What follows belongs to an exercise in optimizing a design on an open flow for small area, a short achievable clock period and few clock cycles; a production flow would make more cautious choices. At most, simulation tests tie the RTL to the original design; equivalence was not proved. The RTL of runs 2 and 3 was laid out without a check of its function. Power and IR drop assume default switching activity.

===== flow/flow/run.sh =====
#!/bin/bash
# The standard layout (standard.sh), with two changes to how it is made:
# ports are buffered with the smallest buffer (buf_1; timing repair upsizes
# the ones it needs), and each constant net keeps the single tie cell that
# synthesis gives it instead of one tie cell per load.
set -euo pipefail
export BUFFER_PORTS_ARGS="-buffer_cell sky130_fd_sc_hd__buf_1"
export SKIP_REPAIR_TIE_FANOUT=1
bash standard.sh > standard.log 2>&1

===== flow/standard.sh =====
#!/bin/bash
# synth_recipe.tcl (not shown) runs the flow's synth.tcl, then flattens the netlist and writes it again
# the make line also repeats each setting of config.mk as NAME=value (left out here)
make -C /OpenROAD-flow-scripts/flow DESIGN_CONFIG=/design/flow/config.mk WORK_HOME=/design/flow/orfs CLKGATE_MAP_FILE= SYNTH_SCRIPT=/design/flow/synth_recipe.tcl "${@:-finish}"

===== flow/config.mk =====
export PLATFORM = sky130hd
export DESIGN_NAME = udp_transmit
export DESIGN_NICKNAME = udp_transmit
export VERILOG_FILES = /design/flow/design.v
export SDC_FILE = /design/flow/constraint.sdc
export NUM_CORES = 4
export LEC_CHECK = 0
export ABC_AREA = 1
export CAP_MARGIN = 20
export CORE_MARGIN = 2
export CORE_UTILIZATION = 55
export PLACE_DENSITY = 0.7
export SETUP_SLACK_MARGIN = 3.0
export SLEW_MARGIN = 20

===== flow/constraint.sdc =====
create_clock -name core_clock -period 5.0 [get_ports {clk}]
set_input_delay 1.0000 -clock core_clock [delete_from_list [all_inputs] [get_ports {clk}]]
set_output_delay 1.0000 -clock core_clock [all_outputs]
set_load 0.01 [all_outputs]

===== flow/design.v =====
module udp_send_data_buf;
endmodule
module crc_calc;
endmodule
`timescale 1 ns / 1 ps
module udp_transmit
(
    input wire  clk,
    input wire  rst,
    output wire  eth_txd_tvalid,
    output wire [31 : 0] eth_txd_tdata,
    output wire [3 : 0] eth_txd_tkeep,
    output wire  eth_txd_tlast,
    input wire  eth_txd_tready,
    output wire                    eth_txc_tvalid,
    output wire [31 : 0] eth_txc_tdata,
    output wire [3 : 0] eth_txc_tkeep,
    output wire  eth_txc_tlast,
    input wire  eth_txc_tready,
    input wire [31 : 0]   s_axis_data_tdata,
    input wire                      s_axis_data_tvalid,
    output wire                     s_axis_data_tready,
    input wire                      s_axis_data_tlast
);
    reg [8:0]  nb;           
    reg        first;        
    reg        ctrl;         
    reg        hdr;          
    reg        payload;      
    reg        lastb;        
    reg [31:0] s;            
    reg        s_rdy;        
    reg        s_full;       
    reg [15:0] p;
    reg [31:0] o;            
    reg        o_v, o_last, o_keep;
    reg        c_v, c_first, c_last;
    wire [3:0]  b = nb[3:0];
    wire [31:0] hv = (b == 4'd0) ? 32'h0000_0100 :
                     (b == 4'd1) ? 32'h0002_0000 :
                     (b == 4'd3) ? 32'h0045_0008 :
                     (b == 4'd4) ? 32'h0000_1c04 :
                     (b == 4'd5) ? 32'h1180_0000 :
                     (b == 4'd6) ? 32'ha8c0_e767 :
                     (b == 4'd7) ? 32'hc0a8_8001 :
                     (b == 4'd8) ? 32'h1879_0164 :
                     (b == 4'd9) ? 32'h0804_3075 : 32'h0;
    wire acc    = s_axis_data_tvalid && !s_full;
    wire [31:0] w = s_full ? s : s_axis_data_tdata;
    wire c_free = !c_v || eth_txc_tready;
    wire o_free = !o_v || eth_txd_tready;
    wire step   = o_free && (ctrl ? (c_free && (!first || s_full || s_axis_data_tvalid))
                                  : (!payload || s_full || s_axis_data_tvalid));
    wire take   = step && payload;
    always @(posedge clk) begin
        if (rst) begin
            nb <= 9'd0;
            first <= 1'b1;
            ctrl <= 1'b1;
            hdr <= 1'b1;
            payload <= 1'b0;
            lastb <= 1'b0;
            s_rdy <= 1'b1;
            s_full <= 1'b0;
            o_v <= 1'b0;
            c_v <= 1'b0;
        end else begin
            if (step) begin
                nb      <= lastb ? 9'd0 : nb + 9'd1;
                first   <= lastb;
                ctrl    <= lastb || (ctrl && nb != 9'd5);
                hdr     <= lastb || (hdr && nb != 9'd9);
                payload <= (nb == 9'd9) || (payload && nb != 9'd265);
                lastb   <= (nb == 9'd265);
            end
            if (take) begin
                s_rdy <= 1'b1;
                s_full <= 1'b0;
            end else if (acc) begin
                s_rdy <= 1'b0;
                s_full <= 1'b1;
            end
            if (o_free) o_v <= step;
            if (c_free) c_v <= step && ctrl;
        end
    end
    always @(posedge clk) begin
        if (!s_full) s <= s_axis_data_tdata;
        if (take) p <= w[31:16];
        if (o_free) begin
            o[31:16] <= (hdr || lastb) ? hv[31:16] : w[15:0];
            o[15:0]  <= (hdr || nb == 9'd10) ? hv[15:0] : p;
            o_last   <= lastb;
            o_keep   <= !lastb;
        end
        if (c_free) begin
            c_first <= first;
            c_last  <= (nb == 9'd5);
        end
    end
    assign s_axis_data_tready = s_rdy;
    assign eth_txd_tvalid = o_v;
    assign eth_txd_tdata  = o;
    assign eth_txd_tkeep  = {{2{o_keep}}, 2'b11};
    assign eth_txd_tlast  = o_last;
    assign eth_txc_tvalid = c_v;
    assign eth_txc_tdata  = {c_first, 1'b0, c_first, 29'h0};
    assign eth_txc_tkeep  = 4'hF;
    assign eth_txc_tlast  = c_last;
endmodule

==> results of run 1 <==
-- registers in the layout, summed over array words and instances, names as in the netlist, 9 cells and up, named ones only --
name / flops
s: 32
p: 16
nb: 9
o: 32
-- cells in the mapped netlist (3+ instances only) --
master,count,area share
a21oi_1,15,0.017
buf_2,5,0.0055
buf_4,40,0.067
buf_6,4,0.010
clkbuf_1,4,0.0033
dfxtp_1,50,0.22
edfxtp_1,52,0.35
ha_1,4,0.011
inv_1,39,0.032
nand2_1,201,0.17
nand3_1,15,0.017
nor2_1,37,0.031
nor2_4,4,0.010
o21ai_0,18,0.020
o21ai_2,3,0.0058
-- layout make-up --
class                   instances  area [µm²]
flip-flops and latches        102        2560
clock buffers                   9         124
repair inverters                3        20.0
repair buffers                 84         354
fillers                       735        3230
clock inverters                 7        66.3
inverters                      40         158
well taps                     105         131
multi-input cells             319        1450
-- kinds of logic after synthesis --
| family | Yosys count | synth area share |
|---|---|---|
| AOI/OAI and AO/OA | 43 | 0.0557 |
| xor gates and xnor gates | 2 | 0.00388 |
| adders and majority gates | 4 | 0.0111 |
| buffers and inverters | 93 | 0.119 |
| DFF | 102 | 0.568 |
| other | 2 | 0.00166 |
| and+or+nand+nor | 267 | 0.241 |
-- final timing paths --
path	start	slack, ns	to	depth (start not counted)
min reg2reg	s[6]$_DFF_P_	0.46	s[6]$_DFF_P_	2
min	s[6]$_DFF_P_	0.46	s[6]$_DFF_P_	2
max	o[13]$_DFFE_PP_	3.05	eth_txd_tdata[13]	1
max reg2reg	nb[0]$_SDFFE_PP0N_	3.17	o[13]$_DFFE_PP_	7
-- layer usage --
metal  up-vias  wire, µm  track usage
li1       1677         -            -
met1      1453      3930        0.268
met2        94      4300        0.333
met3        13       632       0.0551
met4         0       160       0.0688
met5         -         0            0
-- cell usage in the layout (no fill, tap or decap), drive strengths merged, types with 4 or more instances in the layout --
| cell type | n |
|---|---|
| buf | 84 |
| dfxtp | 50 |
| nor2 | 43 |
| clkinvlp | 6 |
| inv | 42 |
| o21ai | 22 |
| ha | 4 |
| nand3 | 15 |
| edfxtp | 52 |
| a21oi | 17 |
| nand2 | 205 |
| clkbuf | 9 |
-- metrics by stage --
stage          setup WS (ns)  utilization  hold WS, ns  area (µm²)
3_3_place_gp            2.01        0.565        0.430        4570
5_1_grt                 2.99        0.601        0.475        4870
3_5_place_dp            1.99        0.565        0.435        4570
6_report                3.05        0.601        0.456        4870
4_1_cts                 3.03        0.596        0.461        4820
2_1_floorplan           2.63            -        0.406        4530
-- power breakdown --
| part | leakage [nW] | internal [mW] | switching (mW) | total [mW] |
|---|---|---|---|---|
| logic | 1.03 | 0.0531 | 0.143 | 0.196 |
| registers | 0.966 | 0.942 | 0.0222 | 0.964 |
| clock network | 0.0953 | 0.193 | 0.299 | 0.492 |
-- what timing repair did --
item	4_1_cts	5_1_grt
setup endpoints to repair	75	37
gates resized for setup	1	5
setup buffers	3	3
gates cloned	3	1
pin swaps	2	1
==> results.py, run 1 <==
metrics = {
    "finish": {
        "nets": 601,
        "antenna_cells": 0,
        "areaGrowthSynthToFinish_pct": 7.82,
        "drive_gt1_frac": 0.0851,
        "instances_no_fill": 669,
    },
    "run": {
        "maxCapViolations": 0,
    },
    "worst_setup_path": {
        "slowest_stage": "edfxtp_1",
        "worstSetupPathType": "flip-flop to output pin",
        "cp-end-kind": "output pin",
        "start_kind": "flip-flop",
        "max_stage_delay_ns": 0.43,
        "crit_arrival_ns": 0.95,
        "cp_num_buf_inv": 1,
        "cp_cell_sequence": "buf_1",
        "cpLargestDelayFamily": "flip-flops",
        "cp_max_fo": 1,
        "cp.required_ns": 4.00,
    },
    "synthesis": {
        "synth_edf_count": 52,
        "yosysWarningCount": 1,
        "synthesis.nets": 555,
        "ys_types": 30,
        "postSynthCellCount": 513,
        "yosysSeqAreaShare": 0.568,
        "avgSynthCellArea_um2": 8.80,
        "async_flop_share": 0,
        "synthesis.area_mm2": 0.00451,
        "ys_seq_elements": 102,
        "ys.flop_type": "edfxtp_1",
    },
    "detailed_routing": {
        "drc_errors": 0,
        "drtIter0Drc": 199,
        "routed_wl_um": 9030,
        "wire_per_inst_um": 13.5,
        "num_vias": 3237,
        "ant_nets": 0,
        "first_pass_iters": 5,
        "vias_per_cell": 4.84,
    },
    "power": {
        "ir_drop_mv": 0.178,
        "p_total_mw": 1.65,
        "p_leak_nw": 2.10,
        "p_per_area_mw_per_mm2": 340,
    },
    "global_route": {
        "grt_max_degree": 35,
        "grt_pass1_wl_um": 13800,
        "overflow": 0,
        "grt_pass1_vias": 2936,
        "antenna_found_initial": 0,
        "grt_use_total": 0.205,
    },
    "timing": {
        "worstMarginPinSlew_ns": 0.602,
        "hold_viol_final": 0,
        "fin_tns_setup_ns": 0,
        "fin_skew_ns": 0.0110,
        "fmax_mhz": 514,
        "slew_headroom": 0.599,
        "finalCriticalPeriod_ns": 1.95,
        "final_max_slew_viol_count": 0,
        "timing.final.crit_share": 0.389,
        "setup_viol": 0,
        "rsz0062_at_grt": "true",
    },
    "placement": {
        "gp_congestion": 0.828,
        "portBuffers": 77,
        "dp.cells": 643,
        "dp_hpwl_um": 5810,
    },
    "clocking": {
        "cts_tree": "built",
        "ctsHoldBuffers": 0,
        "numCtsBuffers": 9,
        "htreeDepth": 3,
        "clock_latency_ns": 0.36,
        "path_clk_slew_ns": 0.10,
        "cts_max_path_buffers": 2,
        "root_buffer": "clkbuf_8",
        "clock_sinks": 102,
    },
    "outcome": {
        "status": "no timing/DRC/antenna violations",
    },
    "die": {
        "core_mm2": 0.00809,
        "start_util": 0.558,
        "die-area_mm2": 0.00895,
        "num_io_pins": 115,
        "die_w_um": 94.6,
        "num_rows": 33,
        "die_y_um": 94.6,
    },
    "min_path": {
        "hp-class": "flip-flop to flip-flop",
    },
}
Testbench counts, summed over its fixed seeds: cycles 26,373.
==> run 2, diff against run 1 <==
--- a/flow/design.v
+++ b/flow/design.v
@@ -87,15 +87,25 @@
     always @(posedge clk) begin
         if (!s_full) s <= s_axis_data_tdata;
         if (take) p <= w[31:16];
-        if (o_free) begin
-            o[31:16] <= (hdr || lastb) ? hv[31:16] : w[15:0];
-            o[15:0]  <= (hdr || nb == 9'd10) ? hv[15:0] : p;
-            o_last   <= lastb;
-            o_keep   <= !lastb;
-        end
-        if (c_free) begin
-            c_first <= first;
-            c_last  <= (nb == 9'd5);
+    end
+    always @(posedge clk) begin
+        if (rst) begin
+            o <= 32'h0;
+            o_last <= 1'b0;
+            o_keep <= 1'b1;
+            c_first <= 1'b0;
+            c_last <= 1'b0;
+        end else begin
+            if (o_free) begin
+                o[31:16] <= (hdr || lastb) ? hv[31:16] : w[15:0];
+                o[15:0]  <= (hdr || nb == 9'd10) ? hv[15:0] : p;
+                o_last   <= lastb;
+                o_keep   <= !lastb;
+            end
+            if (c_free) begin
+                c_first <= first;
+                c_last  <= (nb == 9'd5);
+            end
         end
     end
     assign s_axis_data_tready = s_rdy;
==> results.py, run 2 <==
metrics = {
    "timing": {
        "hold_viol_final": 0,
        "slew_headroom": 0.597,
        "fin_tns_setup_ns": 0,
        "setup_viol": 0,
        "fin_skew_ns": 0.0147,
        "worstMarginPinSlew_ns": 0.604,
        "finalCriticalPeriod_ns": 1.97,
        "final_max_slew_viol_count": 0,
        "timing.final.crit_share": 0.393,
        "rsz0062_at_grt": "false",
        "fmax_mhz": 509,
    },
    "die": {
        "num_io_pins": 115,
        "core_mm2": 0.00830,
        "die_w_um": 97.1,
        "die-area_mm2": 0.00943,
        "num_rows": 33,
        "die_y_um": 97.1,
        "start_util": 0.574,
    },
    "finish": {
        "antenna_cells": 0,
        "areaGrowthSynthToFinish_pct": 6.43,
        "final_common_cell": "nand2_1",
        "reg_top3": "o: 32 flops, s: 32 flops, p: 16 flops",
        "drive_gt1_frac": 0.104,
        "fillers": 773,
        "nets": 688,
        "mostFrequentLayoutCells": "nand2_1, dfxtp_1, buf_1",
    },
    "run": {
        "maxCapViolations": 0,
    },
    "synthesis": {
        "synth.most_common_cell": "nand2_1",
        "ys.flop_type": "dfxtp_1",
        "ys_types": 33,
        "avgSynthCellArea_um2": 7.69,
        "ys_seq_elements": 102,
        "async_flop_share": 0,
        "yosysSeqAreaShare": 0.462,
        "yosysWarningCount": 1,
        "synthTopCellsByArea": "dfxtp_1, nand2_1, edfxtp_1",
        "synth_top_area_frac": 0.361,
        "synthesis.nets": 662,
        "postSynthCellCount": 620,
        "netlist_top_cells_count": "nand2_1, dfxtp_1, nand3_1, a21oi_1",
        "synth_edf_count": 16,
        "synthesis.area_mm2": 0.00477,
        "yosysTopAreaCell": "dfxtp_1",
    },
    "clocking": {
        "htreeDepth": 3,
        "root_buffer": "clkbuf_8",
        "ctsHoldBuffers": 0,
        "clock_latency_ns": 0.38,
        "path_clk_slew_ns": 0.11,
        "cts_max_path_buffers": 2,
        "clock_sinks": 102,
        "cts_tree": "built",
        "numCtsBuffers": 9,
    },
    "power": {
        "p_sw_frac": 0.292,
        "p_per_area_mw_per_mm2": 334,
        "ir_drop_mv": 0.216,
        "p_total_mw": 1.69,
        "seq_power_share": 0.536,
        "p_int_mw": 1.20,
        "p_leak_nw": 2.19,
        "clkPwrFrac": 0.325,
        "pwr-share-comb": 0.139,
        "power_switching_uw": 494,
    },
    "detailed_routing": {
        "drtIter0Drc": 203,
        "routed_wl_um": 10400,
        "num_vias": 3886,
        "ant_nets": 0,
        "drc_errors": 0,
        "vias_per_cell": 5.14,
        "wire_per_inst_um": 13.8,
        "first_pass_iters": 5,
    },
    "worst_setup_path": {
        "cp_max_fo": 58,
        "crit_arrival_ns": 2.10,
        "worstSetupPathType": "primary input to flip-flop",
        "cp_cell_sequence": "buf_1, nor2_1, buf_6, clkinv_16, nand2_8, nor2_4, buf_12",
        "cp_num_buf_inv": 4,
        "max_stage_delay_ns": 0.24,
        "cp.required_ns": 5.13,
        "cpLargestDelayFamily": "buffers and inverters",
        "slowest_stage": "buf_6",
        "cp-end-kind": "flip-flop",
        "start_kind": "primary input",
    },
    "placement": {
        "gp_congestion": 0.905,
        "dp_hpwl_um": 6930,
        "portBuffers": 77,
    },
    "global_route": {
        "grt_max_degree": 59,
        "antenna_found_initial": 0,
        "grt_use_total": 0.226,
        "grt_pass1_vias": 3786,
        "grt_pass1_wl_um": 17700,
        "overflow": 0,
    },
    "min_path": {
        "hp-class": "flip-flop to flip-flop",
    },
    "outcome": {
        "status": "no timing/DRC/antenna violations",
    },
}
## run 2: power by group through the flow
stage | combinational [mW] | sequential, mW | clock [mW]
floorplan | 0.192 | 0.927 | 0
global placement | 0.217 | 0.925 | 0
finish | 0.236 | 0.908 | 0.550
global route | 0.268 | 0.914 | 0.592
detailed placement | 0.223 | 0.926 | 0
CTS | 0.228 | 0.908 | 0.556
## run 2: cells by family after synthesis
family,after synthesis,share of synthesized area
AOI/OAI and AO/OA,91,0.0989
adders and majority gates,4,0.0105
xor gates and xnor gates,1,0.00184
buffers and inverters,117,0.142
other,2,0.00158
and+or+nand+nor,303,0.283
DFF,102,0.462
## run 2: metal layers
layer  routed length [µm]  GRT usage  vias up  part of all wire
met2                 4800      0.354      124              0.46
met4                   61     0.0661        0            0.0059
met5                    0          0        -                 0
met1                 4830      0.312     1759              0.46
met3                  729     0.0547        8             0.070
li1                     -          -     1995                 -
## run 2: timing repair
item / in CTS / in global routing
pin swaps: 1 / 0
gates resized for setup: 9 / 8
gates cloned: 1 / 1
setup endpoints to repair: 65 / 34
buffers inserted: 2 / 1
## run 2: final timing paths
kind,start,cells after the start,endpoint,slack [ns]
setup / recovery,eth_txd_tready,7,p[3]$_DFFE_PP_,3.03
hold / removal,s_rdy$_SDFFE_PP1P_,2,s_rdy$_SDFFE_PP1P_,0.46
setup reg to reg,s_full$_SDFFE_PP0P_,8,p[3]$_DFFE_PP_,3.22
hold reg to reg,s_rdy$_SDFFE_PP1P_,2,s_rdy$_SDFFE_PP1P_,0.46
## run 2: worst reg2reg max path, delay by kind of cell (launching register included)
kind | cells | cell delay (ns)
buf+inv | 2 | 0.49
simple gates | 6 | 0.67
flops | 1 | 0.32
## run 2: area by class of cell
type / count / area (µm²) / share of cell area
tap: 105 / 131 / 0.0259
timing repair buffer: 84 / 364 / 0.0718
inverter: 47 / 229 / 0.0451
clock buffer: 9 / 124 / 0.0244
sequential: 102 / 2200 / 0.434
timing repair inverter: 1 / 7.51 / 0.00148
clock inverter: 7 / 86.3 / 0.0170
multi-input combinational: 401 / 1930 / 0.380
## run 2: per-stage QoR
step	util	instances	worst slack, ns	hold WS [ns]	cell area (µm²)
floorplan	-	620	2.84	0.418	4800
global placement	0.572	735	1.87	0.432	4750
detailed placement	0.572	735	1.82	0.436	4750
CTS	0.605	754	3.02	0.461	5020
global route	0.611	756	2.99	0.483	5070
finish	0.611	756	3.03	0.459	5070
==> run 3, diff against run 2 <==
==> flow/design.v (replaced) <==
module udp_send_data_buf;
endmodule
module crc_calc;
endmodule
`timescale 1 ns / 1 ps
module udp_transmit
(
    input wire  clk,
    input wire  rst,
    output wire  eth_txd_tvalid,
    output wire [31 : 0] eth_txd_tdata,
    output wire [3 : 0] eth_txd_tkeep,
    output wire  eth_txd_tlast,
    input wire  eth_txd_tready,
    output wire                    eth_txc_tvalid,
    output wire [31 : 0] eth_txc_tdata,
    output wire [3 : 0] eth_txc_tkeep,
    output wire  eth_txc_tlast,
    input wire  eth_txc_tready,
    input wire [31 : 0]   s_axis_data_tdata,
    input wire                      s_axis_data_tvalid,
    output wire                     s_axis_data_tready,
    input wire                      s_axis_data_tlast
);
    reg [8:0]  nb;
    reg        first;        
    reg        ctrl;         
    reg        hdr;          
    reg        payload;      
    reg        lastb;        
    reg        sel_hi;       
    reg        sel_lo;       
    reg        c_done, d_done;   
    reg [31:0] h;            
    reg        h_v;
    reg [15:0] p;            
    wire [3:0]  b = nb[3:0];
    wire [31:0] hv = (b == 4'd0) ? 32'h0000_0100 :
                     (b == 4'd1) ? 32'h0002_0000 :
                     (b == 4'd3) ? 32'h0045_0008 :
                     (b == 4'd4) ? 32'h0000_1c04 :
                     (b == 4'd5) ? 32'h1180_0000 :
                     (b == 4'd6) ? 32'ha8c0_e767 :
                     (b == 4'd7) ? 32'hc0a8_8001 :
                     (b == 4'd8) ? 32'h1879_0164 :
                     (b == 4'd9) ? 32'h0804_3075 : 32'h0;
    assign eth_txc_tvalid = ctrl && h_v && !c_done;
    assign eth_txc_tdata  = {first, 1'b0, first, 29'h0};
    assign eth_txc_tkeep  = 4'hF;
    assign eth_txc_tlast  = ctrl && (nb[2:0] == 3'd5);
    assign eth_txd_tvalid = ctrl ? (h_v && !d_done) : (h_v || !payload);
    assign eth_txd_tdata[31:16] = sel_hi ? hv[31:16] : h[15:0];
    assign eth_txd_tdata[15:0]  = sel_lo ? hv[15:0] : p;
    assign eth_txd_tkeep  = {{2{!lastb}}, 2'b11};
    assign eth_txd_tlast  = lastb;
    wire c_go = eth_txc_tvalid && eth_txc_tready;
    wire d_go = eth_txd_tvalid && eth_txd_tready;
    wire adv  = ctrl ? ((c_done || c_go) && (d_done || d_go)) : d_go;
    wire take = payload && h_v && eth_txd_tready;
    assign s_axis_data_tready = !h_v || (payload && eth_txd_tready);
    wire wr = s_axis_data_tvalid && s_axis_data_tready;
    always @(posedge clk) begin
        if (rst) begin
            nb <= 9'd0;
            first <= 1'b1;
            ctrl <= 1'b1;
            hdr <= 1'b1;
            payload <= 1'b0;
            lastb <= 1'b0;
            sel_hi <= 1'b1;
            sel_lo <= 1'b1;
            c_done <= 1'b0;
            d_done <= 1'b0;
            h_v <= 1'b0;
        end else begin
            if (adv) begin
                nb      <= lastb ? 9'd0 : nb + 9'd1;
                first   <= lastb;
                ctrl    <= lastb || (ctrl && nb != 9'd5);
                hdr     <= lastb || (hdr && nb != 9'd9);
                payload <= (nb == 9'd9) || (payload && nb != 9'd265);
                lastb   <= (nb == 9'd265);
                sel_hi  <= lastb || (hdr && nb != 9'd9) || (nb == 9'd265);
                sel_lo  <= lastb || hdr;
                c_done  <= 1'b0;
                d_done  <= 1'b0;
            end else if (ctrl) begin
                c_done  <= c_done || c_go;
                d_done  <= d_done || d_go;
            end
            if (wr) h_v <= 1'b1;
            else if (take) h_v <= 1'b0;
        end
    end
    always @(posedge clk) begin
        if (wr) h <= s_axis_data_tdata;
        if (take) p <= h[31:16];
    end
endmodule
==> flow/config.mk (replaced) <==
export PLATFORM = sky130hd
export DESIGN_NAME = udp_transmit
export DESIGN_NICKNAME = udp_transmit
export VERILOG_FILES = /design/flow/design.v
export SDC_FILE = /design/flow/constraint.sdc
export NUM_CORES = 4
export LEC_CHECK = 0
export CAP_MARGIN = 20
export CORE_MARGIN = 2
export CORE_UTILIZATION = 40
export PLACE_DENSITY = 0.6
export SETUP_SLACK_MARGIN = 2.8
export SLEW_MARGIN = 20
==> results.py, run 3 <==
metrics = {
    "clocking": {
        "cts_tree": "built",
        "ctsHoldBuffers": 0,
        "clock_latency_ns": 0.35,
        "numCtsBuffers": 9,
        "clock_sinks": 67,
        "cts_max_path_buffers": 2,
        "path_clk_slew_ns": 0.08,
        "root_buffer": "clkbuf_8",
        "htreeDepth": 3,
    },
    "placement": {
        "dp.cells": 431,
        "dp_hpwl_um": 4420,
        "portBuffers": 77,
        "gp_congestion": 0.788,
    },
    "detailed_routing": {
        "first_pass_iters": 4,
        "routed_wl_um": 7030,
        "vias_per_cell": 5.00,
        "ant_nets": 0,
        "drc_errors": 0,
        "drtIter0Drc": 103,
        "wire_per_inst_um": 14.8,
        "num_vias": 2368,
    },
    "timing": {
        "timing.final.crit_share": 0.591,
        "fin_tns_setup_ns": 0,
        "fmax_mhz": 339,
        "fin_skew_ns": 0.00648,
        "rsz0062_at_grt": "true",
        "holdWs_ns": 0.421,
        "hold_viol_final": 0,
        "setup_viol": 0,
        "finalCriticalPeriod_ns": 2.95,
        "slew_headroom": 0.433,
        "worstMarginPinSlew_ns": 0.851,
        "final_max_slew_viol_count": 0,
    },
    "power": {
        "p_leak_nw": 1.65,
        "ir_drop_mv": 0.254,
        "p_per_area_mw_per_mm2": 282,
    },
    "die": {
        "start_util": 0.418,
        "core_mm2": 0.00781,
        "die-area_mm2": 0.00890,
        "die_y_um": 94.3,
        "die_w_um": 94.3,
        "num_rows": 32,
        "num_io_pins": 115,
    },
    "worst_setup_path": {
        "cp-startpoint": "nb[0]$_SDFFE_PP0P_",
        "cp-end-kind": "output pin",
        "reg2reg_to": "h[17]$_DFFE_PP_",
        "start_kind": "flip-flop",
        "worstSetupPathType": "flip-flop to output pin",
        "cp.required_ns": 4.00,
        "r2r_slack_ns": 3.31,
        "crit_arrival_ns": 1.95,
        "r2r_cells": 4,
        "cp_max_fo": 5,
    },
    "finish": {
        "regMostFlops": "h",
        "final_common_cell": "edfxtp_1",
        "instances_no_fill": 474,
        "reg_top3": "h: 32 flops, p: 16 flops, nb: 9 flops",
        "drive_gt1_frac": 0.395,
        "nets": 410,
        "mostFrequentLayoutCells": "edfxtp_1, buf_1, buf_2",
        "fillers": 667,
        "areaGrowthSynthToFinish_pct": 28.9,
        "largest_reg_flops": 32,
        "antenna_cells": 0,
    },
    "global_route": {
        "antenna_found_initial": 0,
        "grt_max_degree": 33,
        "overflow": 0,
        "grt_pass1_wl_um": 11000,
        "grt_use_total": 0.167,
        "grt_pass1_vias": 2251,
    },
    "synthesis": {
        "yosysWarningCount": 1,
        "ys_seq_elements": 67,
        "postSynthCellCount": 304,
        "synthesis.nets": 347,
        "netlist_top_cells_count": "edfxtp_1, buf_4, a21oi_1, nand2_1, nor2_1",
        "ys_types": 48,
        "synth_edf_count": 48,
        "synth_top_area_frac": 0.442,
        "yosysSeqAreaShare": 0.558,
        "synthesis.area_mm2": 0.00326,
        "avgSynthCellArea_um2": 10.7,
        "yosysTopAreaCell": "edfxtp_1",
        "async_flop_share": 0,
        "synthTopCellsByArea": "edfxtp_1, dfxtp_1, buf_4",
        "synth.most_common_cell": "edfxtp_1",
        "ys.flop_type": "edfxtp_1",
    },
    "min_path": {
        "worst_hold_startpoint": "h[22]$_DFFE_PP_",
        "holdPathEnd": "p[6]$_DFFE_PP_",
        "hold_depth": 0,
        "hp-class": "flip-flop to flip-flop",
    },
    "run": {
        "maxCapViolations": 0,
    },
    "outcome": {
        "status": "no timing/DRC/antenna violations",
    },
}
[run 3: layer usage]
layer / wire length (µm) / up-vias / global-route usage
met3: 409 / 13 / 0.0522
li1: - / 1168 / -
met4: 150 / 0 / 0.0761
met2: 3430 / 61 / 0.266
met5: 0 / - / 0
met1: 3030 / 1126 / 0.207
[run 3: kinds of logic (layout without fill, tap and decap cells)]
group	after synthesis	count (layout)	share of synthesized area
DFF	67	67	0.558
adders and majority gates	5	5	0.0192
muxes	7	7	0.0242
buffers and inverters	71	139	0.130
AOI/OAI and AO/OA	63	63	0.120
other	2	2	0.00230
xor gates and xnor gates	2	2	0.00537
and+or+nand+nor	87	87	0.141
[run 3: worst max path at each step]
stage / endpoint
after floorplan: eth_txd_tdata[22]
after global placement: eth_txd_tdata[22]
after detailed placement: eth_txd_tdata[22]
after CTS: eth_txd_tdata[22]
after global routing: eth_txd_tdata[22]
final: eth_txd_tdata[16]
[run 3: critical path, stage by stage, from the launching register on]
cell and delay, ns:
dfxtp_4 0.41, inv_4 0.05, ha_4 0.16, or4b_4 0.50, a21oi_4 0.18, mux2_2 0.17, buf_2 0.12
[run 3: per-stage QoR]
stage                     setup WS, ns   util  cell area [µm²]  total power [mW]
after floorplan                   2.55      -             3440             0.718
after global placement            2.23  0.446             3480             0.720
after detailed placement          2.22  0.446             3480             0.721
after CTS                         2.01  0.529             4130              1.19
after global routing              1.97  0.539             4210              1.23
final                             2.05  0.539             4210              1.19
[run 3: power breakdown]
group / switching [mW] / internal [mW]
combinational: 0.0612 / 0.0467
sequential: 0.0114 / 0.613
clock: 0.220 / 0.233
total: 0.292 / 0.893
[run 3: area by class of cell]
class	count	area (µm²)	share of cell area
clock buffer	9	124	0.0294
inverter	19	80.1	0.0190
multi-input combinational	166	1320	0.314
timing repair buffer	104	629	0.150
tap	102	128	0.0303
clock inverter	7	76.3	0.0181
sequential	67	1850	0.439
[run 3: repair_timing]
action,CTS,global route
pin swaps,20,7
resized for setup,92,9
endpoints found under the setup margin,36,34
cloned,0,0
setup buffers,20,7

==> separate check: timing with driven ports <==
No port has a modelled driver above. Below, the same layouts with a new extraction and two added sets of constraints.
Step 1 sets driving cells, clkbuf_16 on the clock port and buf_2 on the other inputs (assumed; they add their load-dependent delay and slew).
Step 2 times the ports against the registers' clock, not the clock port: input delays grow and output delays shrink by t, the midpoint of the rising clock arrivals with the driver on.
Three values: ideal, step 1, step 2; two values: the first two.
run	t (ns)	slack for setup (ns)	worst register clock-pin slew, ns
run 1	0.390	3.053 / 3.022 / 2.726	0.10 / 0.10
run 2	0.396	3.034 / 3.040 / 2.644	0.11 / 0.11
run 3	0.384	2.046 / 2.013 / 2.397	0.08 / 0.08
After both steps setup and hold are still met in every run listed. The setup slack of run 2, which loses most, moves by +0.006 ns with the drivers and by -0.390 ns with both steps.
